From an optimization exercise on the open Yosys and OpenROAD flow, aimed at small area and a short achievable clock period; shortcuts taken in it are not production practice.
RTL that was checked went through simulation tests only; none was proved equivalent to the original.
For run 1, only the layout was checked, not whether the RTL still works.
No activity file was given, so power comes from the tool's default toggle rates.

==> flow/design.v, too long to show whole: its modules and the start of the top module <==
// module systolic_2x2: 73 lines
// module pe: 33 lines
// module mul32_pipe: 1623 lines
// module pfx_add64pg: 454 lines
// module pfx_add65: 457 lines
// module pfx_add34x: 206 lines
module systolic_2x2 #(parameter DATA_TYPE = 3'b011) (
    input clk,
    input rst,
    input load_in,
    input [31:0] row_in_row0, row_in_row1,
    input [31:0] col_in_col0, col_in_col1,
    output [63:0] result_row00, result_row01, result_row10, result_row11,
    output carry_00, carry_01, carry_10, carry_11,
    output reg done,
    output reg valid_op
);
  // ...
==> flow/flow/run.sh <==
#!/bin/bash
# Own layout flow: the standard flow, except that synthesis maps the prefix
# adder modules (pfx_add*) with a delay-oriented ABC script. Everything else,
# including the registers, is exactly the standard synthesis.
set -euo pipefail
W=$(pwd)
F=$W/flow
# same make call as standard.sh, with our synthesis script in place of synth_recipe.tcl
sed "s#SYNTH_SCRIPT=[^ ]*synth_recipe.tcl#SYNTH_SCRIPT=$W/my_synth.tcl#" standard.sh > my_standard.sh
grep -q "SYNTH_SCRIPT=$W/my_synth.tcl" my_standard.sh
sed "s#@FLOW_SYNTH@#$W/synth_recipe.tcl#" $F/my_synth.tcl.in > $W/my_synth.tcl
export MY_ABC_SCRIPT=$F/adder.abc
export MY_ABC_MODS="pfx_add*"
bash my_standard.sh synth > $W/synth.log 2>&1
bash standard.sh finish > $W/layout.log 2>&1
test -f out/final.def
==> flow/flow/adder.abc <==
strash
dch
map -D 1600
buffer -c
topo
upsize -c
dnsize -c
==> flow/flow/my_synth.tcl.in <==
# synth_recipe.tcl, with ABC run first on the adder modules with another script
proc abc {args} {
  set i [lsearch -exact $args -script]
  set fast $args
  lset fast [expr {$i + 1}] $::env(MY_ABC_SCRIPT)
  puts "own flow: abc with $::env(MY_ABC_SCRIPT) on $::env(MY_ABC_MODS)"
  yosys abc {*}$fast {*}$::env(MY_ABC_MODS)
  yosys abc {*}$args
}
source @FLOW_SYNTH@
==> flow/standard.sh <==
#!/bin/bash
# synth_recipe.tcl (not shown) runs the flow's synth.tcl, then flattens the netlist and writes it again
# the make line also repeats each setting of config.mk as NAME=value (left out here)
make -C /OpenROAD-flow-scripts/flow DESIGN_CONFIG=/design/flow/config.mk WORK_HOME=/design/flow/orfs CLKGATE_MAP_FILE= SYNTH_SCRIPT=/design/flow/synth_recipe.tcl "${@:-finish}"
==> flow/config.mk <==
export PLATFORM = sky130hd
export DESIGN_NAME = systolic_2x2
export DESIGN_NICKNAME = systolic_2x2
export VERILOG_FILES = /design/flow/design.v
export SDC_FILE = /design/flow/constraint.sdc
export NUM_CORES = 8
export LEC_CHECK = 0
export CAP_MARGIN = 20
export CELL_PAD_IN_SITES_DETAIL_PLACEMENT = 1
export CORE_MARGIN = 2
export CORE_UTILIZATION = 50
export CTS_CLUSTER_DIAMETER = 70
export CTS_CLUSTER_SIZE = 24
export PLACE_DENSITY = 0.62
export SETUP_SLACK_MARGIN = 2.2
export SLEW_MARGIN = 20
export SYNTH_HIERARCHICAL = 1
==> flow/constraint.sdc <==
create_clock -name core_clock -period 5.0 [get_ports {clk}]
set_input_delay 1.0000 -clock core_clock [delete_from_list [all_inputs] [get_ports {clk}]]
set_output_delay 1.0000 -clock core_clock [all_outputs]
set_load 0.01 [all_outputs]
==> metrics.md, run 1 <==
| Metric | Value |
|---|---|
| CTS tree | yes |
| Initial Utilization | 50.2% |
| Clock power frac | between 20% and 30% |
| Initial antenna violation count | 40 |
| WL final | around 750000 um |
| Slew HR | 15.6% |
| CP max-delay cell | dfxtp_2 |
| Nonclk inv count | between 2k and 2.5k |
| Max VDD drop | around 0.00037 V |
| Core footprint | approximately 0.51 sq mm |
| Seq power | about 66 mW |
| Final Max Tran Viols | 0 |
| Min Clock Period, post-route | ~2.9 ns |
| Dominant kind of cell | registers |
| Die Area | roughly 0.52 sq mm |
| Psw | between 40 and 50 mW |
| Crit Reg-Reg Endpoint | pe11.mul.r2_fs291$_DFF_P_ |
| Vias in the first global route | around 180k |
| GPL Wtd Cong | 0.938 |
| Reg2Reg Launch Point | pe11.mul.ta[18]$_DFF_P_ |
| Buffers added on ports | approximately 390 |
| Post-Place Worst Slack | around 1.4 ns |
| Status | timing/DRC/antenna clean |
| Hold-fix buffers, CTS | 0 |
| Most Crowded Layer GR | met2 |
| Resized Gates After CTS | approximately 1.1k |
| Layout area overhead | 9.25% |
| P_leak | ~120 nW |
| Synth Cell Area | ~0.26 sq mm |
| Crit path to | pe11.mul.r2_fs291$_DFF_P_ |
| Non-clock buffer count in the final layout | approximately 710 |
| TritonCTS Buffers | between 400 and 500 |
| Multi-input combinational area share | 36.9% |
| Ys Warns | 12 |
| First drt pass iteration count | 10 |
| DRC | 0 |
| DIE HEIGHT | 721 um |
| Most frequent cells in the layout | dfxtp_1 (6142), inv_1 (2309), xnor2_1 (1527) |
==> inputs of run 2 (changes only) <==
--- a/flow/design.v
+++ b/flow/design.v
@@ -134,17 +134,16 @@
   reg [31:0] da12, db12;
   always @(posedge clk) begin da12 <= da11; db12 <= db11; end
   reg [31:0] da13, db13;
   always @(posedge clk) begin da13 <= da12; db13 <= db12; end
   reg [31:0] da14, db14;
   always @(posedge clk) begin da14 <= da13; db14 <= db13; end
   wire [31:0] bb = db14;
   reg [31:0] ta;
-  reg [33:0] t3;
   reg [10:0] s1, s2, s3, s4, neg;
   wire [3:0] g0 = {bb[2], bb[1], bb[0], 1'b0};
   wire e_s10 = (g0 == 4'd1) | (g0 == 4'd2) | (g0 == 4'd13) | (g0 == 4'd14);
   wire e_s20 = (g0 == 4'd3) | (g0 == 4'd4) | (g0 == 4'd11) | (g0 == 4'd12);
   wire e_s30 = (g0 == 4'd5) | (g0 == 4'd6) | (g0 == 4'd9) | (g0 == 4'd10);
   wire e_s40 = (g0 == 4'd7) | (g0 == 4'd8);
   wire e_neg0 = bb[2] & ~(bb[1] & bb[0] & 1'b0);
   wire [3:0] g1 = {bb[5], bb[4], bb[3], bb[2]};
@@ -202,19 +201,21 @@
   wire e_s49 = (g9 == 4'd7) | (g9 == 4'd8);
   wire e_neg9 = bb[29] & ~(bb[28] & bb[27] & bb[26]);
   wire [3:0] g10 = {1'b0, bb[31], bb[30], bb[29]};
   wire e_s110 = (g10 == 4'd1) | (g10 == 4'd2) | (g10 == 4'd13) | (g10 == 4'd14);
   wire e_s210 = (g10 == 4'd3) | (g10 == 4'd4) | (g10 == 4'd11) | (g10 == 4'd12);
   wire e_s310 = (g10 == 4'd5) | (g10 == 4'd6) | (g10 == 4'd9) | (g10 == 4'd10);
   wire e_s410 = (g10 == 4'd7) | (g10 == 4'd8);
   wire e_neg10 = 1'b0 & ~(bb[31] & bb[30] & bb[29]);
-  wire [34:0] t3s;
-  pfx_add34x t3add (.x({2'b00, da14}), .y({1'b0, da14, 1'b0}), .s(t3s));
-  always @(posedge clk) begin ta <= da14; t3 <= t3s[33:0];
+  wire [32:0] t3s;
+  pfx_add32x t3add (.x({1'b0, da14[31:1]}), .y(da14), .s(t3s));
+  reg [33:1] t3r;
+  wire [33:0] t3 = {t3r, ta[0]};
+  always @(posedge clk) begin ta <= da14; t3r <= t3s;
     s1[0] <= e_s10; s2[0] <= e_s20; s3[0] <= e_s30; s4[0] <= e_s40; neg[0] <= e_neg0;
     s1[1] <= e_s11; s2[1] <= e_s21; s3[1] <= e_s31; s4[1] <= e_s41; neg[1] <= e_neg1;
     s1[2] <= e_s12; s2[2] <= e_s22; s3[2] <= e_s32; s4[2] <= e_s42; neg[2] <= e_neg2;
     s1[3] <= e_s13; s2[3] <= e_s23; s3[3] <= e_s33; s4[3] <= e_s43; neg[3] <= e_neg3;
     s1[4] <= e_s14; s2[4] <= e_s24; s3[4] <= e_s34; s4[4] <= e_s44; neg[4] <= e_neg4;
     s1[5] <= e_s15; s2[5] <= e_s25; s3[5] <= e_s35; s4[5] <= e_s45; neg[5] <= e_neg5;
     s1[6] <= e_s16; s2[6] <= e_s26; s3[6] <= e_s36; s4[6] <= e_s46; neg[6] <= e_neg6;
     s1[7] <= e_s17; s2[7] <= e_s27; s3[7] <= e_s37; s4[7] <= e_s47; neg[7] <= e_neg7;
@@ -2635,20 +2636,20 @@
   assign s[59] = t0[59] ^ gg187;
   assign s[60] = t0[60] ^ gg188;
   assign s[61] = t0[61] ^ gg189;
   assign s[62] = t0[62] ^ gg190;
   assign s[63] = t0[63] ^ gg191;
   assign s[64] = t0[64] ^ gg192;
   assign s[65] = gg193;
 endmodule
-module pfx_add34x (input [33:0] x, input [33:0] y, output [34:0] s);
-  wire [33:0] p0 = x ^ y;
-  wire [33:0] g0 = x & y;
-  wire [33:0] t0 = p0;
+module pfx_add32x (input [31:0] x, input [31:0] y, output [32:0] s);
+  wire [31:0] p0 = x ^ y;
+  wire [31:0] g0 = x & y;
+  wire [31:0] t0 = p0;
   wire gg1 = g0[1] | (p0[1] & g0[0]);
   wire pp1 = p0[1] & p0[0];
   wire gg2 = g0[3] | (p0[3] & g0[2]);
   wire pp2 = p0[3] & p0[2];
   wire gg3 = g0[5] | (p0[5] & g0[4]);
   wire pp3 = p0[5] & p0[4];
   wire gg4 = g0[7] | (p0[7] & g0[6]);
   wire pp4 = p0[7] & p0[6];
@@ -2671,178 +2672,170 @@
   wire gg13 = g0[25] | (p0[25] & g0[24]);
   wire pp13 = p0[25] & p0[24];
   wire gg14 = g0[27] | (p0[27] & g0[26]);
   wire pp14 = p0[27] & p0[26];
   wire gg15 = g0[29] | (p0[29] & g0[28]);
   wire pp15 = p0[29] & p0[28];
   wire gg16 = g0[31] | (p0[31] & g0[30]);
   wire pp16 = p0[31] & p0[30];
-  wire gg17 = g0[33] | (p0[33] & g0[32]);
-  wire pp17 = p0[33] & p0[32];
-  wire gg18 = g0[2] | (p0[2] & gg1);
-  wire pp18 = p0[2] & pp1;
-  wire gg19 = gg2 | (pp2 & gg1);
-  wire pp19 = pp2 & pp1;
-  wire gg20 = g0[6] | (p0[6] & gg3);
-  wire pp20 = p0[6] & pp3;
-  wire gg21 = gg4 | (pp4 & gg3);
-  wire pp21 = pp4 & pp3;
-  wire gg22 = g0[10] | (p0[10] & gg5);
-  wire pp22 = p0[10] & pp5;
-  wire gg23 = gg6 | (pp6 & gg5);
-  wire pp23 = pp6 & pp5;
-  wire gg24 = g0[14] | (p0[14] & gg7);
-  wire pp24 = p0[14] & pp7;
-  wire gg25 = gg8 | (pp8 & gg7);
-  wire pp25 = pp8 & pp7;
-  wire gg26 = g0[18] | (p0[18] & gg9);
-  wire pp26 = p0[18] & pp9;
-  wire gg27 = gg10 | (pp10 & gg9);
-  wire pp27 = pp10 & pp9;
-  wire gg28 = g0[22] | (p0[22] & gg11);
-  wire pp28 = p0[22] & pp11;
-  wire gg29 = gg12 | (pp12 & gg11);
-  wire pp29 = pp12 & pp11;
-  wire gg30 = g0[26] | (p0[26] & gg13);
-  wire pp30 = p0[26] & pp13;
-  wire gg31 = gg14 | (pp14 & gg13);
-  wire pp31 = pp14 & pp13;
-  wire gg32 = g0[30] | (p0[30] & gg15);
-  wire pp32 = p0[30] & pp15;
-  wire gg33 = gg16 | (pp16 & gg15);
-  wire pp33 = pp16 & pp15;
-  wire gg34 = g0[4] | (p0[4] & gg19);
-  wire pp34 = p0[4] & pp19;
-  wire gg35 = gg3 | (pp3 & gg19);
-  wire pp35 = pp3 & pp19;
-  wire gg36 = gg20 | (pp20 & gg19);
-  wire pp36 = pp20 & pp19;
-  wire gg37 = gg21 | (pp21 & gg19);
-  wire pp37 = pp21 & pp19;
-  wire gg38 = g0[12] | (p0[12] & gg23);
-  wire pp38 = p0[12] & pp23;
-  wire gg39 = gg7 | (pp7 & gg23);
-  wire pp39 = pp7 & pp23;
-  wire gg40 = gg24 | (pp24 & gg23);
-  wire pp40 = pp24 & pp23;
-  wire gg41 = gg25 | (pp25 & gg23);
-  wire pp41 = pp25 & pp23;
-  wire gg42 = g0[20] | (p0[20] & gg27);
-  wire pp42 = p0[20] & pp27;
-  wire gg43 = gg11 | (pp11 & gg27);
-  wire pp43 = pp11 & pp27;
-  wire gg44 = gg28 | (pp28 & gg27);
-  wire pp44 = pp28 & pp27;
-  wire gg45 = gg29 | (pp29 & gg27);
-  wire pp45 = pp29 & pp27;
-  wire gg46 = g0[28] | (p0[28] & gg31);
-  wire pp46 = p0[28] & pp31;
-  wire gg47 = gg15 | (pp15 & gg31);
-  wire pp47 = pp15 & pp31;
-  wire gg48 = gg32 | (pp32 & gg31);
-  wire pp48 = pp32 & pp31;
-  wire gg49 = gg33 | (pp33 & gg31);
-  wire pp49 = pp33 & pp31;
-  wire gg50 = g0[8] | (p0[8] & gg37);
-  wire pp50 = p0[8] & pp37;
-  wire gg51 = gg5 | (pp5 & gg37);
-  wire pp51 = pp5 & pp37;
-  wire gg52 = gg22 | (pp22 & gg37);
-  wire pp52 = pp22 & pp37;
-  wire gg53 = gg23 | (pp23 & gg37);
-  wire pp53 = pp23 & pp37;
-  wire gg54 = gg38 | (pp38 & gg37);
-  wire pp54 = pp38 & pp37;
-  wire gg55 = gg39 | (pp39 & gg37);
-  wire pp55 = pp39 & pp37;
-  wire gg56 = gg40 | (pp40 & gg37);
-  wire pp56 = pp40 & pp37;
-  wire gg57 = gg41 | (pp41 & gg37);
-  wire pp57 = pp41 & pp37;
-  wire gg58 = g0[24] | (p0[24] & gg45);
-  wire pp58 = p0[24] & pp45;
-  wire gg59 = gg13 | (pp13 & gg45);
-  wire pp59 = pp13 & pp45;
-  wire gg60 = gg30 | (pp30 & gg45);
-  wire pp60 = pp30 & pp45;
-  wire gg61 = gg31 | (pp31 & gg45);
-  wire pp61 = pp31 & pp45;
-  wire gg62 = gg46 | (pp46 & gg45);
-  wire pp62 = pp46 & pp45;
-  wire gg63 = gg47 | (pp47 & gg45);
-  wire pp63 = pp47 & pp45;
-  wire gg64 = gg48 | (pp48 & gg45);
-  wire pp64 = pp48 & pp45;
-  wire gg65 = gg49 | (pp49 & gg45);
-  wire pp65 = pp49 & pp45;
-  wire gg66 = g0[16] | (p0[16] & gg57);
-  wire pp66 = p0[16] & pp57;
-  wire gg67 = gg9 | (pp9 & gg57);
-  wire pp67 = pp9 & pp57;
-  wire gg68 = gg26 | (pp26 & gg57);
-  wire pp68 = pp26 & pp57;
-  wire gg69 = gg27 | (pp27 & gg57);
-  wire pp69 = pp27 & pp57;
-  wire gg70 = gg42 | (pp42 & gg57);
-  wire pp70 = pp42 & pp57;
-  wire gg71 = gg43 | (pp43 & gg57);
-  wire pp71 = pp43 & pp57;
-  wire gg72 = gg44 | (pp44 & gg57);
-  wire pp72 = pp44 & pp57;
-  wire gg73 = gg45 | (pp45 & gg57);
-  wire pp73 = pp45 & pp57;
-  wire gg74 = gg58 | (pp58 & gg57);
-  wire pp74 = pp58 & pp57;
-  wire gg75 = gg59 | (pp59 & gg57);
-  wire pp75 = pp59 & pp57;
-  wire gg76 = gg60 | (pp60 & gg57);
-  wire pp76 = pp60 & pp57;
-  wire gg77 = gg61 | (pp61 & gg57);
-  wire pp77 = pp61 & pp57;
-  wire gg78 = gg62 | (pp62 & gg57);
-  wire pp78 = pp62 & pp57;
-  wire gg79 = gg63 | (pp63 & gg57);
-  wire pp79 = pp63 & pp57;
-  wire gg80 = gg64 | (pp64 & gg57);
-  wire pp80 = pp64 & pp57;
-  wire gg81 = gg65 | (pp65 & gg57);
-  wire pp81 = pp65 & pp57;
-  wire gg82 = g0[32] | (p0[32] & gg81);
-  wire pp82 = p0[32] & pp81;
-  wire gg83 = gg17 | (pp17 & gg81);
-  wire pp83 = pp17 & pp81;
+  wire gg17 = g0[2] | (p0[2] & gg1);
+  wire pp17 = p0[2] & pp1;
+  wire gg18 = gg2 | (pp2 & gg1);
+  wire pp18 = pp2 & pp1;
+  wire gg19 = g0[6] | (p0[6] & gg3);
+  wire pp19 = p0[6] & pp3;
+  wire gg20 = gg4 | (pp4 & gg3);
+  wire pp20 = pp4 & pp3;
+  wire gg21 = g0[10] | (p0[10] & gg5);
+  wire pp21 = p0[10] & pp5;
+  wire gg22 = gg6 | (pp6 & gg5);
+  wire pp22 = pp6 & pp5;
+  wire gg23 = g0[14] | (p0[14] & gg7);
+  wire pp23 = p0[14] & pp7;
+  wire gg24 = gg8 | (pp8 & gg7);
+  wire pp24 = pp8 & pp7;
+  wire gg25 = g0[18] | (p0[18] & gg9);
+  wire pp25 = p0[18] & pp9;
+  wire gg26 = gg10 | (pp10 & gg9);
+  wire pp26 = pp10 & pp9;
+  wire gg27 = g0[22] | (p0[22] & gg11);
+  wire pp27 = p0[22] & pp11;
+  wire gg28 = gg12 | (pp12 & gg11);
+  wire pp28 = pp12 & pp11;
+  wire gg29 = g0[26] | (p0[26] & gg13);
+  wire pp29 = p0[26] & pp13;
+  wire gg30 = gg14 | (pp14 & gg13);
+  wire pp30 = pp14 & pp13;
+  wire gg31 = g0[30] | (p0[30] & gg15);
+  wire pp31 = p0[30] & pp15;
+  wire gg32 = gg16 | (pp16 & gg15);
+  wire pp32 = pp16 & pp15;
+  wire gg33 = g0[4] | (p0[4] & gg18);
+  wire pp33 = p0[4] & pp18;
+  wire gg34 = gg3 | (pp3 & gg18);
+  wire pp34 = pp3 & pp18;
+  wire gg35 = gg19 | (pp19 & gg18);
+  wire pp35 = pp19 & pp18;
+  wire gg36 = gg20 | (pp20 & gg18);
+  wire pp36 = pp20 & pp18;
+  wire gg37 = g0[12] | (p0[12] & gg22);
+  wire pp37 = p0[12] & pp22;
+  wire gg38 = gg7 | (pp7 & gg22);
+  wire pp38 = pp7 & pp22;
+  wire gg39 = gg23 | (pp23 & gg22);
+  wire pp39 = pp23 & pp22;
+  wire gg40 = gg24 | (pp24 & gg22);
+  wire pp40 = pp24 & pp22;
+  wire gg41 = g0[20] | (p0[20] & gg26);
+  wire pp41 = p0[20] & pp26;
+  wire gg42 = gg11 | (pp11 & gg26);
+  wire pp42 = pp11 & pp26;
+  wire gg43 = gg27 | (pp27 & gg26);
+  wire pp43 = pp27 & pp26;
+  wire gg44 = gg28 | (pp28 & gg26);
+  wire pp44 = pp28 & pp26;
+  wire gg45 = g0[28] | (p0[28] & gg30);
+  wire pp45 = p0[28] & pp30;
+  wire gg46 = gg15 | (pp15 & gg30);
+  wire pp46 = pp15 & pp30;
+  wire gg47 = gg31 | (pp31 & gg30);
+  wire pp47 = pp31 & pp30;
+  wire gg48 = gg32 | (pp32 & gg30);
+  wire pp48 = pp32 & pp30;
+  wire gg49 = g0[8] | (p0[8] & gg36);
+  wire pp49 = p0[8] & pp36;
+  wire gg50 = gg5 | (pp5 & gg36);
+  wire pp50 = pp5 & pp36;
+  wire gg51 = gg21 | (pp21 & gg36);
+  wire pp51 = pp21 & pp36;
+  wire gg52 = gg22 | (pp22 & gg36);
+  wire pp52 = pp22 & pp36;
+  wire gg53 = gg37 | (pp37 & gg36);
+  wire pp53 = pp37 & pp36;
+  wire gg54 = gg38 | (pp38 & gg36);
+  wire pp54 = pp38 & pp36;
+  wire gg55 = gg39 | (pp39 & gg36);
+  wire pp55 = pp39 & pp36;
+  wire gg56 = gg40 | (pp40 & gg36);
+  wire pp56 = pp40 & pp36;
+  wire gg57 = g0[24] | (p0[24] & gg44);
+  wire pp57 = p0[24] & pp44;
+  wire gg58 = gg13 | (pp13 & gg44);
+  wire pp58 = pp13 & pp44;
+  wire gg59 = gg29 | (pp29 & gg44);
+  wire pp59 = pp29 & pp44;
+  wire gg60 = gg30 | (pp30 & gg44);
+  wire pp60 = pp30 & pp44;
+  wire gg61 = gg45 | (pp45 & gg44);
+  wire pp61 = pp45 & pp44;
+  wire gg62 = gg46 | (pp46 & gg44);
+  wire pp62 = pp46 & pp44;
+  wire gg63 = gg47 | (pp47 & gg44);
+  wire pp63 = pp47 & pp44;
+  wire gg64 = gg48 | (pp48 & gg44);
+  wire pp64 = pp48 & pp44;
+  wire gg65 = g0[16] | (p0[16] & gg56);
+  wire pp65 = p0[16] & pp56;
+  wire gg66 = gg9 | (pp9 & gg56);
+  wire pp66 = pp9 & pp56;
+  wire gg67 = gg25 | (pp25 & gg56);
+  wire pp67 = pp25 & pp56;
+  wire gg68 = gg26 | (pp26 & gg56);
+  wire pp68 = pp26 & pp56;
+  wire gg69 = gg41 | (pp41 & gg56);
+  wire pp69 = pp41 & pp56;
+  wire gg70 = gg42 | (pp42 & gg56);
+  wire pp70 = pp42 & pp56;
+  wire gg71 = gg43 | (pp43 & gg56);
+  wire pp71 = pp43 & pp56;
+  wire gg72 = gg44 | (pp44 & gg56);
+  wire pp72 = pp44 & pp56;
+  wire gg73 = gg57 | (pp57 & gg56);
+  wire pp73 = pp57 & pp56;
+  wire gg74 = gg58 | (pp58 & gg56);
+  wire pp74 = pp58 & pp56;
+  wire gg75 = gg59 | (pp59 & gg56);
+  wire pp75 = pp59 & pp56;
+  wire gg76 = gg60 | (pp60 & gg56);
+  wire pp76 = pp60 & pp56;
+  wire gg77 = gg61 | (pp61 & gg56);
+  wire pp77 = pp61 & pp56;
+  wire gg78 = gg62 | (pp62 & gg56);
+  wire pp78 = pp62 & pp56;
+  wire gg79 = gg63 | (pp63 & gg56);
+  wire pp79 = pp63 & pp56;
+  wire gg80 = gg64 | (pp64 & gg56);
+  wire pp80 = pp64 & pp56;
   assign s[0] = t0[0];
   assign s[1] = t0[1] ^ g0[0];
   assign s[2] = t0[2] ^ gg1;
-  assign s[3] = t0[3] ^ gg18;
-  assign s[4] = t0[4] ^ gg19;
-  assign s[5] = t0[5] ^ gg34;
-  assign s[6] = t0[6] ^ gg35;
-  assign s[7] = t0[7] ^ gg36;
-  assign s[8] = t0[8] ^ gg37;
-  assign s[9] = t0[9] ^ gg50;
-  assign s[10] = t0[10] ^ gg51;
-  assign s[11] = t0[11] ^ gg52;
-  assign s[12] = t0[12] ^ gg53;
-  assign s[13] = t0[13] ^ gg54;
-  assign s[14] = t0[14] ^ gg55;
-  assign s[15] = t0[15] ^ gg56;
-  assign s[16] = t0[16] ^ gg57;
-  assign s[17] = t0[17] ^ gg66;
-  assign s[18] = t0[18] ^ gg67;
-  assign s[19] = t0[19] ^ gg68;
-  assign s[20] = t0[20] ^ gg69;
-  assign s[21] = t0[21] ^ gg70;
-  assign s[22] = t0[22] ^ gg71;
-  assign s[23] = t0[23] ^ gg72;
-  assign s[24] = t0[24] ^ gg73;
-  assign s[25] = t0[25] ^ gg74;
-  assign s[26] = t0[26] ^ gg75;
-  assign s[27] = t0[27] ^ gg76;
-  assign s[28] = t0[28] ^ gg77;
-  assign s[29] = t0[29] ^ gg78;
-  assign s[30] = t0[30] ^ gg79;
-  assign s[31] = t0[31] ^ gg80;
-  assign s[32] = t0[32] ^ gg81;
-  assign s[33] = t0[33] ^ gg82;
-  assign s[34] = gg83;
+  assign s[3] = t0[3] ^ gg17;
+  assign s[4] = t0[4] ^ gg18;
+  assign s[5] = t0[5] ^ gg33;
+  assign s[6] = t0[6] ^ gg34;
+  assign s[7] = t0[7] ^ gg35;
+  assign s[8] = t0[8] ^ gg36;
+  assign s[9] = t0[9] ^ gg49;
+  assign s[10] = t0[10] ^ gg50;
+  assign s[11] = t0[11] ^ gg51;
+  assign s[12] = t0[12] ^ gg52;
+  assign s[13] = t0[13] ^ gg53;
+  assign s[14] = t0[14] ^ gg54;
+  assign s[15] = t0[15] ^ gg55;
+  assign s[16] = t0[16] ^ gg56;
+  assign s[17] = t0[17] ^ gg65;
+  assign s[18] = t0[18] ^ gg66;
+  assign s[19] = t0[19] ^ gg67;
+  assign s[20] = t0[20] ^ gg68;
+  assign s[21] = t0[21] ^ gg69;
+  assign s[22] = t0[22] ^ gg70;
+  assign s[23] = t0[23] ^ gg71;
+  assign s[24] = t0[24] ^ gg72;
+  assign s[25] = t0[25] ^ gg73;
+  assign s[26] = t0[26] ^ gg74;
+  assign s[27] = t0[27] ^ gg75;
+  assign s[28] = t0[28] ^ gg76;
+  assign s[29] = t0[29] ^ gg77;
+  assign s[30] = t0[30] ^ gg78;
+  assign s[31] = t0[31] ^ gg79;
+  assign s[32] = gg80;
 endmodule
==> flow/flow/run.sh (replaced) <==
#!/bin/bash
# Own layout flow: the standard flow, except that synthesis keeps the prefix
# adder modules (pfx_add*) apart until the end and maps them with a
# delay-oriented ABC script. Everything else, including every register, is the
# standard synthesis; the design is flattened before it is written out.
set -euo pipefail
W=$(pwd)
F=$W/flow
KEEP="pfx_add32x pfx_add64pg pfx_add65"
# same make call as standard.sh, with our synthesis script in place of synth_recipe.tcl
sed -e "s#SYNTH_SCRIPT=[^ ]*synth_recipe.tcl#SYNTH_SCRIPT=$W/my_synth.tcl#" \
    -e "s#CLKGATE_MAP_FILE= #CLKGATE_MAP_FILE= 'SYNTH_KEEP_MODULES=$KEEP' #" standard.sh > my_standard.sh
grep -q "SYNTH_SCRIPT=$W/my_synth.tcl" my_standard.sh
grep -q "SYNTH_KEEP_MODULES=" my_standard.sh
sed "s#@FLOW_SYNTH@#$W/synth_recipe.tcl#" $F/my_synth.tcl.in > $W/my_synth.tcl
export MY_ABC_SCRIPT=$F/adder.abc
export MY_ABC_MODS="pfx_add*"
bash my_standard.sh synth > $W/synth.log 2>&1
bash standard.sh finish > $W/layout.log 2>&1
test -f out/final.def
==> flow/config.mk (replaced) <==
export PLATFORM = sky130hd
export DESIGN_NAME = systolic_2x2
export DESIGN_NICKNAME = systolic_2x2
export VERILOG_FILES = /design/flow/design.v
export SDC_FILE = /design/flow/constraint.sdc
export NUM_CORES = 8
export LEC_CHECK = 0
export CAP_MARGIN = 20
export CELL_PAD_IN_SITES_DETAIL_PLACEMENT = 1
export CORE_MARGIN = 2
export CORE_UTILIZATION = 35
export CTS_CLUSTER_DIAMETER = 70
export CTS_CLUSTER_SIZE = 24
export PLACE_DENSITY = 0.5
export SETUP_SLACK_MARGIN = 2.2
export SLEW_MARGIN = 20
==> run 2 against run 1 <==
Non-clock buffer count is 130 higher. Sequential cell count is 4 lower. Clock-buffer cell count is 43 higher. Via count is 3.8% lower. Global-route usage is 8.4 points lower. Final area is 1.3% higher. Final cell count is 10% higher. Core utilization is 15 points lower. Combinational power hardly changed. Synthesized area is 1.5% lower. Sequential power hardly changed. Critical path type unchanged.
==> metrics.md, run 2 <==
| Metric | Value |
|---|---|
| Status | timing/DRC/antenna clean |
| Root Driver | clkbuf_16 |
| Most frequent cells in the layout | dfxtp_1 (6099), inv_1 (2299), xnor2_1 (1532) |
| Layout area overhead | 12.3% |
| Buffers added on ports | 392 (unchanged) |
| CTS max path bufs | 4 |
| Met2 wire len | roughly 330000 um |
| CTS tree | yes |
| Post-Route Utilization | about two fifths |
| GRT Resource Usage Total | between 10% and 20% |
| Commonest non-fill, non-tap cell in the layout | dfxtp_1 |
| Min Clock Period, post-route | 2.90 ns (+0.0153 ns) |
| Uppermost layer routed | met5 |
| Worst Hold Class | reg2reg |
| R2r setup slk | roughly 2.1 ns |
| Met3 Routed Length | ~56000 um |
| Wirelength per Cell | 23.1 um |
| Initial Utilization | 35.1% (-15 points) |
| CP max-delay cell | dfxtp_1 |
| Clock sink count | roughly 7k |
| Crit Reg-Reg Endpoint | pe11.mul.r2_fs271$_DFF_P_ |
| Worst-margin pin slew | about 1.2 ns |
| Die Area | 0.731 sq mm (+41%) |
| Register-to-Register Path Depth | 7 |
| Crit. End Element | flop |
| Ys Warns | 6 (-6) |
| DRT antenna net count | 0 |
| Clock Latency Late Sink | approximately 1.1 ns |
| First drt pass iteration count | 6 (-4) |
| Syn_area_per_cell | 11.5 sq um |
| Total number of vias | 162k |
| Slew HR | 21.9% (+6.3 points) |
| First-pass GRT wire length | 1090000 um |
| DP HPWL | 485000 um |
| Critical Path AT | just under 4 ns |
| Critical path peak fanout | 11 |
| Max VDD drop | 0.000347 V (-7.4%) |
| Site Rows | ~310 |
| Clock skew | 0.108 ns |
| Synth Cell Area | 0.253 sq mm (-1.5%) |
| Clock-pin slew on the worst setup and hold paths | about 0.080 ns |
| Total I/O pin count | roughly 400 |
| Hold path start | pe11.mul.da13[31]$_DFF_P_ |
| WL final | 736000 um (-1.7%) |
| Hold-fix buffers, CTS | 0 (unchanged) |
| Die Wd | 855 um |
| DRC | 0 (unchanged) |
| # nets final | roughly 24k |
| Syn Inst Count | 22.1k |
| Max incr delay on CP | around 1.1 ns |
| Crit path max-delay family | flip-flops |
| H-tree depth | 5 |
| DIE HEIGHT | 855 um (+19%) |
| Grt ovf | 0 |
| Sum Neg Setup Slack | 0 ns |
| Vias per inst | approximately 5.1 |
| Final setup fails | 0 |
| Final Max Tran Viols | 0 (unchanged) |
| Starting DRC count in detailed routing | about 13k |
| Core footprint | 0.722 sq mm (+41%) |
| Fraction of layout cells with a size suffix above 1 | 13.3% |
| P per Cell Area | between 400 and 500 mW/mm^2 |
| GPL Wtd Cong | 0.862 (-8.2%) |
| Hold path cells | 0 |
| Initial antenna violation count | 43 (+7.5%) |
| TritonCTS Buffers | 451 (+9.2%) |
| Worst Path Buf+Inv | 2 |
| RSZ-0062 raised after global routing | yes |
| Setup CP Type | reg2reg |
| Total Power | between 100 and 150 mW |
| Hold EP | pe11.mul.da14[31]$_DFF_P_ |
| CP Launch Type | flop |
| Fill count | approximately 77k |
| Largest net degree at the start of global routing | about 100 |
| Wl on met1 | 316000 um |
| Vias in the first global route | 169k (-5.0%) |
| Reg2Reg Launch Point | pe11.mul.t3r[9]$_DFF_P_ |
| Final hold vios | 0 |
| CP Data Required Time | 5.96 ns |
| P_leak | 115 nW (+0.22%) |
| Fmax | ~0.34 GHz |
| FF+latch area | about 0.14 sq mm |
| Max-Cap Viols | 0 |
| Multi-input gate area | 0.100 sq mm |
| CP cell instances | a22o_1, a221oi_2, xnor2_1, fa_1, inv_1, fa_1, inv_1 |
| Tcrit/Tclk final | between 50 and 60% |
run 2: worst max path at each step:
stage | cells after the start | to | slack, ns | from
3_5_place_dp | 16 | pe11.pe_result[34]$_SDFFE_PP0P_ | 1.59 | pe11.pe_result[3]$_SDFFE_PP0P_
3_3_place_gp | 15 | pe11.pe_result[49]$_SDFFE_PP0P_ | 1.62 | pe11.pe_result[3]$_SDFFE_PP0P_
2_1_floorplan | 9 | pe10.mul.r2_fs271$_DFF_P_ | 2.60 | pe10.mul.ta[13]$_DFF_P_
6_report | 7 | pe11.mul.r2_fs271$_DFF_P_ | 2.10 | pe11.mul.t3r[9]$_DFF_P_
5_1_grt | 18 | pe10.pe_result[60]$_SDFFE_PP0P_ | 2.06 | pe10.pe_result[4]$_SDFFE_PP0P_
4_1_cts | 1 | result_row01[5] | 2.02 | pe01.pe_result[5]$_SDFFE_PP0P_
run 2: timing repair:
| action | 4_1_cts | 5_1_grt |
|---|---|---|
| endpoints found under the hold margin | 0 | 0 |
| gates cloned | 3 | 7 |
| resized for setup | 1588 | 361 |
| pin swaps | 11 | 75 |
| endpoints found under the setup margin | 922 | 539 |
| buffers inserted | 111 | 78 |
run 2: power breakdown:
| part | switching [mW] | internal [mW] | total, mW | leakage (nW) |
|---|---|---|---|---|
| Sequential | 5.43 | 60.0 | 65.5 | 56.7 |
| Combinational | 15.5 | 10.9 | 26.3 | 50.9 |
| Clock | 21.5 | 19.0 | 40.4 | 7.70 |
| Total | 42.4 | 89.9 | 132 | 115 |
run 2: per-layer routing:
| metal | global-route usage (%) | vias up |
|---|---|---|
| met3 | 4.23 | 1844 |
| met5 | 0 | - |
| met2 | 31.1 | 6080 |
| met4 | 7.71 | 18 |
| met1 | 25.5 | 80900 |
| li1 | - | 73100 |
run 2: cell type report:
class | instances | share of cell area (%)
antenna | 12 | 0.0105
clock buffer | 507 | 4.14
clock inverter | 280 | 1.49
inverter | 2427 | 3.21
multi-input combinational | 11400 | 35.3
sequential | 6822 | 49.0
tap | 9577 | 4.21
timing repair buffer | 836 | 2.67
run 2: per-stage QoR:
stage / cell area, sq um / cells / setup WS (ns) / hold WS [ns]
2_1_floorplan: 254000 / 22200 / 2.60 / 0.310
3_3_place_gp: 265000 / 30800 / 1.62 / 0.310
3_5_place_dp: 265000 / 30800 / 1.59 / 0.313
4_1_cts: 282000 / 31700 / 2.02 / 0.259
5_1_grt: 285000 / 31800 / 2.06 / 0.283
6_report: 285000 / 31800 / 2.10 / 0.263
==> inputs of run 3 (changes only) <==
--- a/flow/config.mk
+++ b/flow/config.mk
@@ -12,5 +12,5 @@
 export CTS_CLUSTER_DIAMETER = 70
 export CTS_CLUSTER_SIZE = 24
 export PLACE_DENSITY = 0.5
-export SETUP_SLACK_MARGIN = 2.2
+export SETUP_SLACK_MARGIN = 2.45
 export SLEW_MARGIN = 20
==> run 3 against run 2 <==
Core utilization is 1.7 points higher. Register-to-register slack improved by 0.13 ns. Worst hold slack got worse by 0.0051 ns. Synthesized area stayed put. Clock-buffer cell count stayed put. Highest routed layer unchanged. Non-clock buffer count grew 542. Still clean.
==> metrics.md, run 3 <==
| Metric | Value |
|---|---|
| Status | timing/DRC/antenna clean |
| Syn_area_per_cell | 11.5 sq um (unchanged) |
| Clock-pin slew on the worst setup and hold paths | 0.09 ns (about the same) |
| CP Data Required Time | 5.99 ns (+0.03 ns) |
| Min Clock Period, post-route | 2.77 ns (-0.125 ns) |
| DP Cell Count | 30.8k (unchanged) |
| DRC | 0 (unchanged) |
| DRT antenna net count | 0 (unchanged) |
| Hold path start | pe11.mul.da13[31]$_DFF_P_ |
| Most frequent cells in the layout | dfxtp_1 (5954), inv_1 (2269), xnor2_1 (1513) |
| Fmax | 0.360 GHz (+4.5%) |
| RSZ-0062 raised after global routing | yes |
| Hold path cells | 0 (unchanged) |
| Clock skew | 0.107 ns (-0.000851 ns) |
| Setup CP Type | reg2reg |
| P per Cell Area | 451 mW/mm^2 (-3.0%) |
| Fraction of layout cells with a size suffix above 1 | 18.6% (+5.3 points) |
| Layout area overhead | 17.0% |
| CTS tree | yes |
| GPL Wtd Cong | 0.862 (unchanged) |
| Total Power | 134 mW (+1.1%) |
| Site Rows | 312 (unchanged) |
| Wirelength per Cell | 24.2 um (+4.9%) |
| Grt ovf | 0 (unchanged) |
| Die Area | 0.731 sq mm (unchanged) |
| Tcrit/Tclk final | 55.5% (-2.5 points) |
| Worst Hold Class | reg2reg |
| Critical path peak fanout | 4 (-7) |
| Crit. End Element | flop |
| Crit path max-delay family | compound AO/OA/AOI/OAI gates |
| Initial antenna violation count | 44 (+2.3%) |
| Synth Cell Area | 0.253 sq mm (unchanged) |
| Core footprint | 0.722 sq mm (unchanged) |
| Initial Utilization | 35.1% (unchanged) |
| DP HPWL | 485000 um (unchanged) |
| Worst-margin pin slew | 0.986 ns (-0.184 ns) |
| CP Launch Type | flop |
| Die Wd | 855 um (unchanged) |
| Clock sink count | 6822 (unchanged) |
| Crit Reg-Reg Endpoint | pe00.pe_result[60]$_SDFFE_PP0P_ |
| Clock Latency Late Sink | 1.10 ns (about the same) |
| Final Max Tran Viols | 0 (unchanged) |
| GRT Resource Usage Total | 19.8% (+0.40 points) |
| Hold-fix buffers, CTS | 0 (unchanged) |
| H-tree depth | 5 (unchanged) |
| Slew HR | 34.3% (+12 points) |
| Buffers added on ports | 392 (unchanged) |
| Reg2Reg Launch Point | pe00.pe_result[16]$_SDFFE_PP0P_ |
| Largest net degree at the start of global routing | 103 (unchanged) |
| Commonest non-fill, non-tap cell in the layout | dfxtp_1 |
| DP Area | 0.265 sq mm (unchanged) |
| CP max-delay cell | dfxtp_2 |
| Final hold vios | 0 (unchanged) |
| # nets final | 24.3k (+2.3%) |
| CTS max path bufs | 4 (unchanged) |
| P_leak | 120 nW (+4.4%) |
| Vias in the first global route | 172k (+1.7%) |
| Total number of vias | 167k (+3.0%) |
| Critical Path AT | 3.76 ns (-0.10 ns) |
| Hold EP | pe11.mul.da14[31]$_DFF_P_ |
| Max incr delay on CP | 0.34 ns (-0.76 ns) |
| Design Area, Final | 0.297 sq mm (+4.2%) |
| Vias per inst | 5.15 (+1.3%) |
| Fin cells | 32.4k (+1.7%) |
| First-pass GRT wire length | 1110000 um (+1.9%) |
| Starting DRC count in detailed routing | 14.4k (+10%) |
| DIE HEIGHT | 855 um (unchanged) |
| Max VDD drop | 0.000346 V (-0.18%) |
| CP cell instances | buf_6, inv_4, nor2_2, maj3_2, a211oi_4, nor2_1, a211oi_2, o21ai_4, buf_6, a21oi_4, buf_6, o31ai_2, xor2_1, nand2_1, a21oi_2 |
| Total I/O pin count | 393 (unchanged) |
| WL final | 785000 um (+6.7%) |
| Register-to-Register Path Depth | 15 (+8) |
| First drt pass iteration count | 12 (+6) |
| Sum Neg Setup Slack | 0 ns (unchanged) |
| Fill count | 75.9k (-0.96%) |
| CP most frequent cell | buf_6 |
| Root Driver | clkbuf_16 |
| Final setup fails | 0 (unchanged) |
| Max-Cap Viols | 0 (unchanged) |
| Ys Warns | 6 (unchanged) |
| R2r setup slk | 2.23 ns (+0.13 ns) |
| Syn Inst Count | 22.1k (unchanged) |
| Worst Path Buf+Inv | 4 (+2) |
| TritonCTS Buffers | 451 (unchanged) |
[run 3: area by class of cell]
type / instances / area (sq um) / area share, %
Clock inverter: 280 / 4240 / 1.43
Clock buffer: 507 / 11800 / 3.98
Antenna cell: 13 / 32.5 / 0.0110
Sequential cell: 6822 / 140000 / 47.2
Timing Repair Buffer: 1378 / 15000 / 5.04
Timing Repair inverter: 3 / 36.3 / 0.0122
Multi-Input combinational cell: 11400 / 104000 / 35.2
Tap cell: 9577 / 12000 / 4.04
Inverter: 2427 / 9220 / 3.11
[run 3: worst max path at each step]
stage                                    start                         endpoint  slack (ns)  cells after the start
2_1_floorplan          pe10.mul.ta[13]$_DFF_P_        pe10.mul.r2_fs271$_DFF_P_        2.60                      9
3_3_place_gp    pe11.pe_result[3]$_SDFFE_PP0P_  pe11.pe_result[49]$_SDFFE_PP0P_        1.62                     15
3_5_place_dp    pe11.pe_result[3]$_SDFFE_PP0P_  pe11.pe_result[34]$_SDFFE_PP0P_        1.59                     16
4_1_cts        pe01.pe_result[31]$_SDFFE_PP0P_                 result_row01[31]        2.19                      1
5_1_grt        pe01.pe_result[16]$_SDFFE_PP0P_  pe01.pe_result[63]$_SDFFE_PP0P_        2.11                     16
6_report       pe00.pe_result[16]$_SDFFE_PP0P_  pe00.pe_result[60]$_SDFFE_PP0P_        2.23                     15
[run 3: metrics by stage]
| stage | util (%) | hold WS (ns) | setup WS, ns |
|---|---|---|---|
| 4_1_cts | 40.0 | 0.259 | 2.19 |
| 2_1_floorplan | - | 0.310 | 2.60 |
| 3_5_place_dp | 36.7 | 0.313 | 1.59 |
| 5_1_grt | 41.1 | 0.283 | 2.11 |
| 3_3_place_gp | 36.7 | 0.310 | 1.62 |
| 6_report | 41.1 | 0.258 | 2.23 |
[run 3: layer usage]
layer	vias to the layer above	part of all wire, %	track usage (%)
met5	-	0.027	0
met4	22	5.3	8.07
met3	2304	8.7	4.35
met2	7307	45	31.8
met1	82900	41	25.9
li1	74200	-	-
[run 3: what timing repair did]
item | 4_1_cts | 5_1_grt
setup endpoints to repair | 1426 | 972
gates resized for setup | 2838 | 862
setup buffers | 425 | 302
pin swaps | 169 | 331
cloned | 15 | 1
[run 3: power by group]
part           switching, mW  total, mW  internal (mW)  leakage (nW)
clock                   21.5       40.5           19.0          7.70
sequential              5.27       65.3           60.0          56.8
combinational           16.5       27.9           11.5          55.8
total                   43.3        134           90.4           120
==> inputs of run 4 (changes only) <==
==> flow/config.mk (replaced) <==
export PLATFORM = sky130hd
export DESIGN_NAME = systolic_2x2
export DESIGN_NICKNAME = systolic_2x2
export VERILOG_FILES = /design/flow/design.v
export SDC_FILE = /design/flow/constraint.sdc
export NUM_CORES = 8
export LEC_CHECK = 0
export CAP_MARGIN = 50
export CELL_PAD_IN_SITES_DETAIL_PLACEMENT = 1
export CORE_MARGIN = 2
export CORE_UTILIZATION = 35
export CTS_CLUSTER_DIAMETER = 70
export CTS_CLUSTER_SIZE = 24
export PLACE_DENSITY = 0.5
export SETUP_SLACK_MARGIN = 2.2
export SLEW_MARGIN = 80
==> run 4 against run 3 <==
Core utilization rose by 1.1 points. Synthesized cell count unchanged. Via count increased by 0.11%. Die area unchanged. Sequential cell count stayed put. Critical path type unchanged. Critical endpoint is now pe01.pe_result[63]$_SDFFE_PP0P_. Largest power group unchanged.
==> metrics.md, run 4 <==
| Metric | Value |
|---|---|
| Hold EP | pe00.pe_result[57]$_SDFFE_PP0P_ |
| DRC | 0 (unchanged) |
| Initial Utilization | 35.1% (unchanged) |
| Syn Inst Count | 22.1k (unchanged) |
| GRT Resource Usage Total | 19.7% (-0.11 points) |
| Clock power frac | 30.0% (-0.3 points) |
| Crit. End Element | flop |
| Critical Path AT | 3.80 ns (+0.04 ns) |
| Die Wd | 855 um (unchanged) |
| CTS max path bufs | 4 (unchanged) |
| R2r setup slk | 2.18 ns (-0.04 ns) |
| First-pass GRT wire length | 1110000 um (about the same) |
| Tcrit/Tclk final | 56.3% (+0.85 points) |
| Syn_area_per_cell | 11.5 sq um (unchanged) |
| Fmax | 0.355 GHz (-1.5%) |
| Most frequent cells in the layout | dfxtp_1 (5905), inv_1 (2293), nand2_1 (1481) |
| P per Cell Area | 442 mW/mm^2 (-1.9%) |
| Starting DRC count in detailed routing | 13.0k (-9.7%) |
| Max-Cap Viols | 0 (unchanged) |
| Vias in the first global route | 173k (+1.0%) |
| TritonCTS Buffers | 452 (+0.22%) |
| Combinational share of power | 22.4% (+1.5 points) |
| Total I/O pin count | 393 (unchanged) |
| Root Driver | clkbuf_16 |
| CP Launch Type | flop |
| Crit Reg-Reg Endpoint | pe01.pe_result[63]$_SDFFE_PP0P_ |
| DRT antenna net count | 0 (unchanged) |
| Final Max Tran Viols | 0 (unchanged) |
| # nets final | 24.9k (+2.4%) |
| Initial antenna violation count | 35 (-20%) |
| Pint | 91.2 mW (+0.80%) |
| Clock skew | 0.0978 ns (-0.00906 ns) |
| Worst Hold Class | in2reg |
| Min Clock Period, post-route | 2.82 ns (+0.0427 ns) |
| Core footprint | 0.722 sq mm (unchanged) |
| Total number of vias | 167k (+0.11%) |
| H-tree depth | 5 (unchanged) |
| P_leak | 124 nW (+3.5%) |
| First drt pass iteration count | 9 (-3) |
| Vias per inst | 5.06 (-1.7%) |
| Site Rows | 312 (unchanged) |
| Design Area, Final | 0.304 sq mm (+2.6%) |
| Buffers added on ports | 392 (unchanged) |
| Setup CP Type | reg2reg |
| Die Area | 0.731 sq mm (unchanged) |
| CTS tree | yes |
| Reg power frac | 47.6% (-1.2 points) |
| Clock sink count | 6822 (unchanged) |
| Fill count | 75.8k (-0.18%) |
| Worst hold margin | 0.183 ns (-0.0756 ns) |
| Clock Latency Late Sink | 1.10 ns (about the same) |
| Psw | 43.5 mW (+0.45%) |
| DP HPWL | 553000 um (+14%) |
| DP Area | 0.281 sq mm (+6.0%) |
| Ys Warns | 6 (unchanged) |
| Hold path cells | 2 (+2) |
| CP Data Required Time | 5.98 ns (about the same) |
| RSZ-0062 raised after global routing | yes |
| WL final | 751000 um (-4.3%) |
| Final setup fails | 0 (unchanged) |
| Wirelength per Cell | 22.8 um (-6.0%) |
| Hold path start | rst |
| Net Sw Frac | 32.3% (-0.076 points) |
| Post-Route Utilization | 42.2% (+1.1 points) |
| GPL Wtd Cong | 0.862 (unchanged) |
| Largest net degree at the start of global routing | 40 (-61%) |
| Clock-pin slew on the worst setup and hold paths | 0.09 ns (about the same) |
| Reg2Reg Launch Point | pe01.pe_result[16]$_SDFFE_PP0P_ |
| Sum Neg Setup Slack | 0 ns (unchanged) |
| Max VDD drop | 0.000359 V (+3.8%) |
| Critical path peak fanout | 7 (+3) |
| Layout area overhead | 20.1% |
| Status | timing/DRC/antenna clean |
| Commonest non-fill, non-tap cell in the layout | dfxtp_1 |
| DIE HEIGHT | 855 um (unchanged) |
| Crit path from | pe01.pe_result[16]$_SDFFE_PP0P_ |
| Final hold vios | 0 (unchanged) |
| Grt ovf | 0 (unchanged) |
| Synth Cell Area | 0.253 sq mm (unchanged) |
| Register-to-Register Path Depth | 14 (-1) |
| Fraction of layout cells with a size suffix above 1 | 20.9% (+2.4 points) |
run 4: what timing repair did:
action / CTS / global route
hold buffers: 0 / 0
buffers inserted: 141 / 91
setup endpoints to repair: 493 / 339
gates resized for setup: 1375 / 350
pin swaps: 63 / 136
gates cloned: 0 / 5
run 4: how the worst max path moves through the flow:
stage / slack (ns) / endpoint
2_1_floorplan: 2.60 / pe10.mul.r2_fs271$_DFF_P_
3_3_place_gp: 1.62 / pe11.pe_result[49]$_SDFFE_PP0P_
3_5_place_dp: 0.25 / pe01.mul.t3r[31]$_DFF_P_
4_1_cts: 2.00 / result_row00[0]
5_1_grt: 2.00 / pe11.pe_result[64]$_SDFFE_PP0P_
6_report: 2.18 / pe01.pe_result[63]$_SDFFE_PP0P_
run 4: stage by stage:
| stage | total power, mW | std cells | setup slack [ns] |
|---|---|---|---|
| after floorplan | 81.1 | 22200 | 2.60 |
| after global placement | 92.1 | 30800 | 1.62 |
| after detailed placement | 94.7 | 31800 | 0.248 |
| after CTS | 136 | 32800 | 2.00 |
| after global routing | 142 | 33000 | 2.00 |
| final | 135 | 33000 | 2.18 |
run 4: worst max-delay path, stage by stage (launching register included):
cell and delay (ns):
dfxtp_4 0.37, inv_4 0.06, nor2_4 0.03, maj3_2 0.34, a211oi_4 0.26, nor2_1 0.08, a211oi_2 0.27, o21ai_2 0.12
a21oi_4 0.21, buf_12 0.20, buf_16 0.17, o2111ai_4 0.14, xnor2_2 0.18, nand2_1 0.07, a21oi_1 0.13
run 4: cell type report:
| class | instances | area [sq um] | area share (%) |
|---|---|---|---|
| antenna | 13 | 32.5 | 0.0107 |
| tap | 9577 | 12000 | 3.94 |
| multi-input combinational | 11400 | 106000 | 34.7 |
| clock buffer | 519 | 11800 | 3.86 |
| inverter | 2427 | 9190 | 3.02 |
| timing repair buffer | 1974 | 21100 | 6.94 |
| clock inverter | 280 | 4260 | 1.40 |
| sequential | 6822 | 140000 | 46.1 |
run 4: layer usage:
metal,vias to the layer above,track usage [%],wire length [um]
met4,18,7.98,35400
met5,-,0,123
met3,1959,4.24,56400
met1,83200,25.9,320000
li1,75400,-,-
met2,6391,31.5,339000
run 4: power groups by stage:
stage                     Sequential (mW)  Clock (mW)  Combinational [mW]
after floorplan                      62.9           0                18.2
after global placement               66.5           0                25.6
after detailed placement             65.5           0                29.3
after CTS                            64.1        42.0                29.6
after global routing                 64.4        44.1                33.9
final                                64.1        40.4                30.1
==> inputs of run 5 (changes only) <==
--- a/flow/config.mk
+++ b/flow/config.mk
@@ -5,7 +5,7 @@
 export SDC_FILE = /design/flow/constraint.sdc
 export NUM_CORES = 8
 export LEC_CHECK = 0
-export CAP_MARGIN = 50
+export CAP_MARGIN = 20
 export CELL_PAD_IN_SITES_DETAIL_PLACEMENT = 1
 export CORE_MARGIN = 2
 export CORE_UTILIZATION = 35
@@ -13,4 +13,5 @@
 export CTS_CLUSTER_SIZE = 24
 export PLACE_DENSITY = 0.5
 export SETUP_SLACK_MARGIN = 2.2
-export SLEW_MARGIN = 80
+export SLEW_MARGIN = 60
+export TNS_END_PERCENT = 20
==> run 5 against run 4 <==
Setup slack got worse by 0.055 ns. Core utilization decreased by 2.6 points. Register-to-register slack got worse by 0.06 ns. Global-route usage decreased by 0.34 points. Maximum frequency decreased by 1.9%. Still clean on timing, DRC and antenna. Worst hold slack improved by 0.069 ns. Die area unchanged. Critical path type unchanged. Sequential share of layout area increased by 2.7 points.
==> metrics.md, run 5 <==
| Metric | Value |
|---|---|
| Synth Cell Area | 0.253 sq mm (unchanged) |
| Worst hold margin | 0.252 ns (+0.0692 ns) |
| Net Sw Frac | 32.0% (-0.33 points) |
| Worst Hold Class | reg2reg |
| Initial antenna violation count | 39 (+11%) |
| Reg2Reg Launch Point | pe10.mul.neg[6]$_DFF_P_ |
| Site Rows | 312 (unchanged) |
| Crit path from | pe10.mul.neg[6]$_DFF_P_ |
| Total Power | 132 mW (-2.0%) |
| Slew HR | 56.1% |
| Max-Cap Viols | 0 (unchanged) |
| Buffers added on ports | 392 (unchanged) |
| Met1 usage | 25.6% (-0.27 points) |
| Critical path peak fanout | 15 (+8) |
| DRT antenna net count | 0 (unchanged) |
| Total number of vias | 162k (-2.8%) |
| Vias per inst | 5.09 (+0.63%) |
| GRT Resource Usage Total | 19.4% (-0.34 points) |
| Final Max Tran Viols | 0 (unchanged) |
| Starting DRC count in detailed routing | 13.1k (+1.0%) |
| CP cell instances | buf_4, inv_1, buf_4, xnor2_1, fa_1, inv_1, fa_1 |
| TritonCTS Buffers | 447 (-1.1%) |
| Syn_area_per_cell | 11.5 sq um (unchanged) |
| Final hold vios | 0 (unchanged) |
| FF+latch area | 0.139 sq mm (-0.60%) |
| DP HPWL | 492000 um (-11%) |
| Final setup fails | 0 (unchanged) |
| Design Area, Final | 0.285 sq mm (-6.2%) |
| Combinational share of power | 20.2% (-2.2 points) |
| Sum Neg Setup Slack | 0 ns (unchanged) |
| Max VDD drop | 0.000324 V (-9.9%) |
| P per Cell Area | 462 mW/mm^2 (+4.4%) |
| Status | timing/DRC/antenna clean |
| H-tree depth | 5 (unchanged) |
| GPL Wtd Cong | 0.862 (unchanged) |
| Met2 Usage GRT | 31.0% (-0.52 points) |
| Most Crowded Layer GR | met2 |
| Post-Route Utilization | 39.5% (-2.6 points) |
| Most frequent cells in the layout | dfxtp_1 (6053), inv_1 (2301), xnor2_1 (1532) |
| Clock power frac | 30.3% (+0.3 points) |
| Fill count | 76.6k (+1.1%) |
| # nets final | 23.7k (-4.5%) |
| First-pass GRT wire length | 1090000 um (-2.2%) |
| Largest net degree at the start of global routing | 101 (+150%) |
| Ys Warns | 6 (unchanged) |
| Clock skew | 0.108 ns (+0.0100 ns) |
| Worst-margin pin slew | between 0.6 and 0.7 ns |
| CP Data Required Time | 5.97 ns (about the same) |
| CTS tree | yes |
| DRC | 0 (unchanged) |
| Root Driver | clkbuf_16 |
| Syn Inst Count | 22.1k (unchanged) |
| Clock-pin slew on the worst setup and hold paths | 0.09 ns (about the same) |
| Layout area overhead | 12.6% |
| Setup CP Type | reg2reg |
| Wirelength per Cell | 23.1 um (+1.4%) |
| Commonest non-fill, non-tap cell in the layout | dfxtp_1 |
| CP Launch Type | flop |
| Tcrit/Tclk final | 57.4% (+1.1 points) |
| CP max-delay cell | fa_1 |
| First drt pass iteration count | 9 (unchanged) |
| Met3 global-route usage | 4.09% (-0.15 points) |
| Clock Latency Late Sink | 1.08 ns (-0.02 ns) |
| P_leak | 116 nW (-6.9%) |
| Fmax | 0.348 GHz (-1.9%) |
| Max incr delay on CP | 0.64 ns (+0.27 ns) |
| CTS max path bufs | 4 (unchanged) |
| Initial Utilization | 35.1% (unchanged) |
| Core footprint | 0.722 sq mm (unchanged) |
| Psw | 42.1 mW (-3.0%) |
| Hold path start | pe01.mul.db1[25]$_DFF_P_ |
| DP Area | 0.267 sq mm (-5.0%) |
| Crit. End Element | flop |
| Total I/O pin count | 393 (unchanged) |
| DIE HEIGHT | 855 um (unchanged) |
| Fraction of layout cells with a size suffix above 1 | 12.9% (-8.0 points) |
| Pint | 89.8 mW (-1.6%) |
| Grt ovf | 0 (unchanged) |
| Min Clock Period, post-route | 2.87 ns (+0.0551 ns) |
| Reg power frac | 49.5% (+1.9 points) |
| RSZ-0062 raised after global routing | yes |
| Multi-input gate area | 0.100 sq mm (-5.1%) |
| Die Area | 0.731 sq mm (unchanged) |
| Vias in the first global route | 168k (-3.2%) |
| WL final | 736000 um (-2.0%) |
| Clock sink count | 6822 (unchanged) |
| Die Wd | 855 um (unchanged) |
| Critical Path AT | 3.84 ns (+0.04 ns) |
## run 5: stage by stage
step / worst slack [ns] / instances
after floorplan: 2.60 / 22200
after global placement: 1.62 / 30800
after detailed placement: 1.72 / 30900
after CTS: 2.10 / 31700
after global routing: 2.03 / 31800
final: 2.13 / 31800
## run 5: worst max-delay path, delay by kind of cell, from the launching register on
family,cells,cell delay [ns]
adders and majority gates,2,1.07
buffers and inverters,4,1.16
DFF,1,0.30
xor gates and xnor gates,1,0.19
## run 5: path summary, 6_finish.rpt
kind	endpoint	slack, ns	cells after the start
setup / recovery	pe10.mul.r2_fs311$_DFF_P_	2.13	7
hold / removal	pe01.mul.db2[25]$_DFF_P_	0.25	0
setup reg to reg	pe10.mul.r2_fs311$_DFF_P_	2.13	7
hold reg to reg	pe01.mul.db2[25]$_DFF_P_	0.25	0
## run 5: layout make-up
| class | instances | share of cell area [%] |
|---|---|---|
| Clock inverter | 270 | 1.42 |
| Tap cell | 9577 | 4.20 |
| Multi-Input combinational cell | 11400 | 35.1 |
| Timing Repair Buffer | 871 | 3.10 |
| Inverter | 2427 | 3.21 |
| Antenna cell | 6 | 0.00526 |
| Clock buffer | 514 | 4.09 |
| Sequential cell | 6822 | 48.8 |
## run 5: per-layer routing
layer / up-vias / share of wire (%) / wire [um]
li1: 73100 / - / -
met1: 81100 / 43 / 316000
met2: 6244 / 45 / 330000
met3: 1816 / 7.6 / 55900
met4: 8 / 4.5 / 32900
met5: - / 0.0088 / 65
## run 5: what timing repair did
item,in CTS,in global routing
pin swaps,4,78
setup buffers,37,92
hold buffers,0,0
gates resized for setup,1037,194
cloned,0,9
setup endpoints to repair,592,620
## run 5: power groups by stage
stage	clock, mW	sequential (mW)	combinational (mW)
2_1_floorplan	0	62.9	18.2
3_3_place_gp	0	66.5	25.6
3_5_place_dp	0	66.5	26.5
4_1_cts	41.6	65.2	26.9
5_1_grt	43.7	65.6	30.5
6_report	40.0	65.3	26.6
==> inputs of run 6 (changes only) <==
--- a/flow/config.mk
+++ b/flow/config.mk
@@ -14,4 +14,3 @@
 export PLACE_DENSITY = 0.5
 export SETUP_SLACK_MARGIN = 2.2
 export SLEW_MARGIN = 60
-export TNS_END_PERCENT = 20
==> run 6 against run 5 <==
Core utilization is 0.18 points higher. Largest power group unchanged. Critical endpoint is now pe00.pe_result[44]$_SDFFE_PP0P_. Register-to-register slack better by 0.13 ns. Non-clock buffer count is 74 higher. Final cell count is 0.24% higher. First-iteration DRC count is 0.55% lower. Routed wire length is 0.27% higher.
==> metrics.md, run 6 <==
| Metric | Value |
|---|---|
| Status | timing/DRC/antenna clean |
| Die Area | 0.731 sq mm (unchanged) |
| CP max-delay cell | dfxtp_2 |
| Wirelength per Cell | 23.1 um (about the same) |
| Synth Cell Area | 0.253 sq mm (unchanged) |
| Crit. End Element | flop |
| Grt ovf | 0 (unchanged) |
| Vias in the first global route | 168k (+0.30%) |
| Die Wd | 855 um (unchanged) |
| P per Cell Area | 460 mW/mm^2 (-0.44%) |
| Total Power | 132 mW (about the same) |
| Multi-input gate area | 0.101 sq mm (+0.27%) |
| Ys Warns | 6 (unchanged) |
| Critical path peak fanout | 10 (-5) |
| Worst Hold Class | reg2reg |
| Root Driver | clkbuf_16 |
| Crit path to | pe00.pe_result[44]$_SDFFE_PP0P_ |
| CP Launch Type | flop |
| TritonCTS Buffers | 447 (unchanged) |
| CTS max path bufs | 4 (unchanged) |
| Sum Neg Setup Slack | 0 ns (unchanged) |
| FF+latch area | 0.140 sq mm (+0.16%) |
| Reg2Reg Launch Point | pe00.pe_result[16]$_SDFFE_PP0P_ |
| Setup CP Type | reg2reg |
| Initial Utilization | 35.1% (unchanged) |
| DP HPWL | 492000 um (unchanged) |
| Final Max Tran Viols | 0 (unchanged) |
| GRT Resource Usage Total | 19.4% (+0.056 points) |
| Register-to-Register Path Depth | 16 (+9) |
| Fmax | 0.364 GHz (+4.6%) |
| Final hold vios | 0 (unchanged) |
| P_leak | 116 nW (+0.26%) |
| CP most frequent cell | nor2_1 |
| Syn Inst Count | 22.1k (unchanged) |
| GPL Wtd Cong | 0.862 (unchanged) |
| Largest net degree at the start of global routing | 101 (unchanged) |
| First drt pass iteration count | 7 (-2) |
| RSZ-0062 raised after global routing | yes |
| Clock Latency Late Sink | 1.08 ns (about the same) |
| Vias per inst | 5.10 (about the same) |
| Layout area overhead | 13.1% |
| Starting DRC count in detailed routing | 13.1k (-0.55%) |
| First-pass GRT wire length | 1090000 um (+0.29%) |
| Core footprint | 0.722 sq mm (unchanged) |
| Final setup fails | 0 (unchanged) |
| CP Data Required Time | 5.98 ns (about the same) |
| Clock-pin slew on the worst setup and hold paths | 0.09 ns (about the same) |
| H-tree depth | 5 (unchanged) |
| Slew HR | 56.9% (+0.83 points) |
| WL final | 738000 um (+0.27%) |
| Worst-margin pin slew | 0.647 ns (-0.0124 ns) |
| Max VDD drop | 0.000324 V (about the same) |
| Critical Path AT | 3.73 ns (-0.11 ns) |
| Buffers added on ports | 392 (unchanged) |
| CP cell instances | buf_6, inv_4, nor2_2, maj3_2, a211oi_4, nor2_1, a211oi_2, o21ai_2, a21oi_4, buf_8, buf_8, nor2_1, nor2_1, xor2_1, nand2_1, a21oi_1 |
| Min Clock Period, post-route | 2.75 ns (-0.126 ns) |
| Clock sink count | 6822 (unchanged) |
| Fraction of layout cells with a size suffix above 1 | 14.1% (+1.1 points) |
| Site Rows | 312 (unchanged) |
| Max incr delay on CP | 0.33 ns (-0.31 ns) |
| Initial antenna violation count | 39 (unchanged) |
| DIE HEIGHT | 855 um (unchanged) |
| CTS tree | yes |
| Worst hold margin | 0.250 ns (-0.00159 ns) |
| Max-Cap Viols | 0 (unchanged) |
| DRC | 0 (unchanged) |
| DRT antenna net count | 0 (unchanged) |
| Total I/O pin count | 393 (unchanged) |
| Fill count | 76.5k (-0.094%) |
| R2r setup slk | 2.25 ns (+0.13 ns) |
| Total number of vias | 163k (+0.27%) |
| Tcrit/Tclk final | 54.9% (-2.5 points) |
| # nets final | 23.8k (+0.31%) |
| Commonest non-fill, non-tap cell in the layout | dfxtp_1 |
| Clock skew | 0.109 ns (+0.00137 ns) |
| Crit Reg-Reg Endpoint | pe00.pe_result[44]$_SDFFE_PP0P_ |
| Syn_area_per_cell | 11.5 sq um (unchanged) |
| Crit path from | pe00.pe_result[16]$_SDFFE_PP0P_ |
| Most frequent cells in the layout | dfxtp_1 (6021), inv_1 (2299), xnor2_1 (1532) |
==> run 6: layer usage <==
layer / track usage (%) / share of wire, % / up-vias
met5: 0 / 0.012 / -
met4: 7.56 / 4.5 / 12
li1: - / - / 73300
met3: 4.11 / 7.6 / 1830
met1: 25.7 / 43 / 81300
met2: 31.1 / 45 / 6205
==> run 6: worst min path at each step <==
stage	startpoint	endpoint	slack, ns	cells after the start
2_1_floorplan	pe00.mul.da9[0]$_DFF_P_	pe00.mul.da10[0]$_DFF_P_	0.31	0
4_1_cts	rst	pe00.pe_result[24]$_SDFFE_PP0P_	0.12	2
3_5_place_dp	pe00.mul.da5[25]$_DFF_P_	pe00.mul.da6[25]$_DFF_P_	0.31	0
3_3_place_gp	pe11.a_in_reg[21]$_DFF_P_	pe11.mul.da0[21]$_DFF_P_	0.31	0
6_report	pe01.mul.db1[25]$_DFF_P_	pe01.mul.db2[25]$_DFF_P_	0.25	0
5_1_grt	rst	pe00.pe_result[25]$_SDFFE_PP0P_	0.19	2
==> run 6: layout make-up <==
class,count,share of cell area (%)
multi-input combinational,11400,35.1
timing repair buffer,945,3.36
sequential,6822,48.7
clock buffer,514,4.07
inverter,2427,3.19
antenna,8,0.00698
tap,9577,4.18
clock inverter,270,1.41
==> run 6: through the flow <==
stage               util, %  setup WS [ns]  cells  area (sq um)
global route           39.7           2.08  31900        287000
detailed placement     36.9           1.72  30900        267000
global placement       36.7           1.62  30800        265000
finish                 39.7           2.25  31900        287000
CTS                    39.3           2.12  31800        284000
floorplan                 -           2.60  22200        254000
==> run 6: where the power goes <==
| group | total, mW | internal (mW) | switching (mW) | leakage, nW |
|---|---|---|---|---|
| sequential | 65.3 | 60.0 | 5.22 | 56.7 |
| combinational | 26.7 | 10.9 | 15.8 | 51.9 |
| clock | 40.0 | 18.8 | 21.2 | 7.58 |
==> run 6: timing repair <==
item                       4_1_cts  5_1_grt
hold buffers                     0        0
cloned                           2        7
setup endpoints to repair      592      369
buffers inserted               101      101
pin swaps                       14      100
resized for setup             1445      218
==> run 6: critical path: cells and delay by family (launching register included) <==
family | cells | cell delay [ns]
DFF | 1 | 0.33
and+or+nand+nor | 5 | 0.35
buffers and inverters | 4 | 0.48
AOI/OAI and AO/OA | 5 | 1.01
adders and majority gates | 1 | 0.32
xor gates and xnor gates | 1 | 0.16

[afterwards: timing with drivers on the ports]
No port has a modelled driver above. Below, the same layouts with a new extraction and two added sets of constraints.
Step 1 sets driving cells, clkbuf_16 on the clock port and buf_2 on the other inputs (assumed; they add their load-dependent delay and slew).
Step 2 moves the port delays by t, midway between the first and last clock arrival at a register: inputs arrive t later, outputs are due t later. That takes back most of the time a late clock gives input paths.
Three values: ideal, step 1, step 2; two values: the first two.
| run | t, ns | slack for setup (ns) | worst setup path at the end | latest minus earliest clock arrival (ns) |
|---|---|---|---|---|
| run 1 | 1.153 | 2.116 / 2.116 / 1.918 | input to register | 0.113 / 0.113 |
| run 2 | 1.170 | 2.100 / 2.092 / 1.916 | input to register | 0.128 / 0.128 |
| run 3 | 1.175 | 2.226 / 2.132 / 1.863 | input to register | 0.128 / 0.127 |
| run 4 | 1.173 | 2.183 / 2.095 / 1.908 | input to register | 0.113 / 0.113 |
| run 5 | 1.173 | 2.128 / 2.093 / 1.917 | input to register | 0.129 / 0.129 |
| run 6 | 1.171 | 2.254 / 2.133 / 1.907 | input to register | 0.132 / 0.132 |
After both steps every run listed still meets setup and hold. For run 3, which loses most, drivers alone change the setup slack by -0.094 ns; drivers and shift together by -0.363 ns.
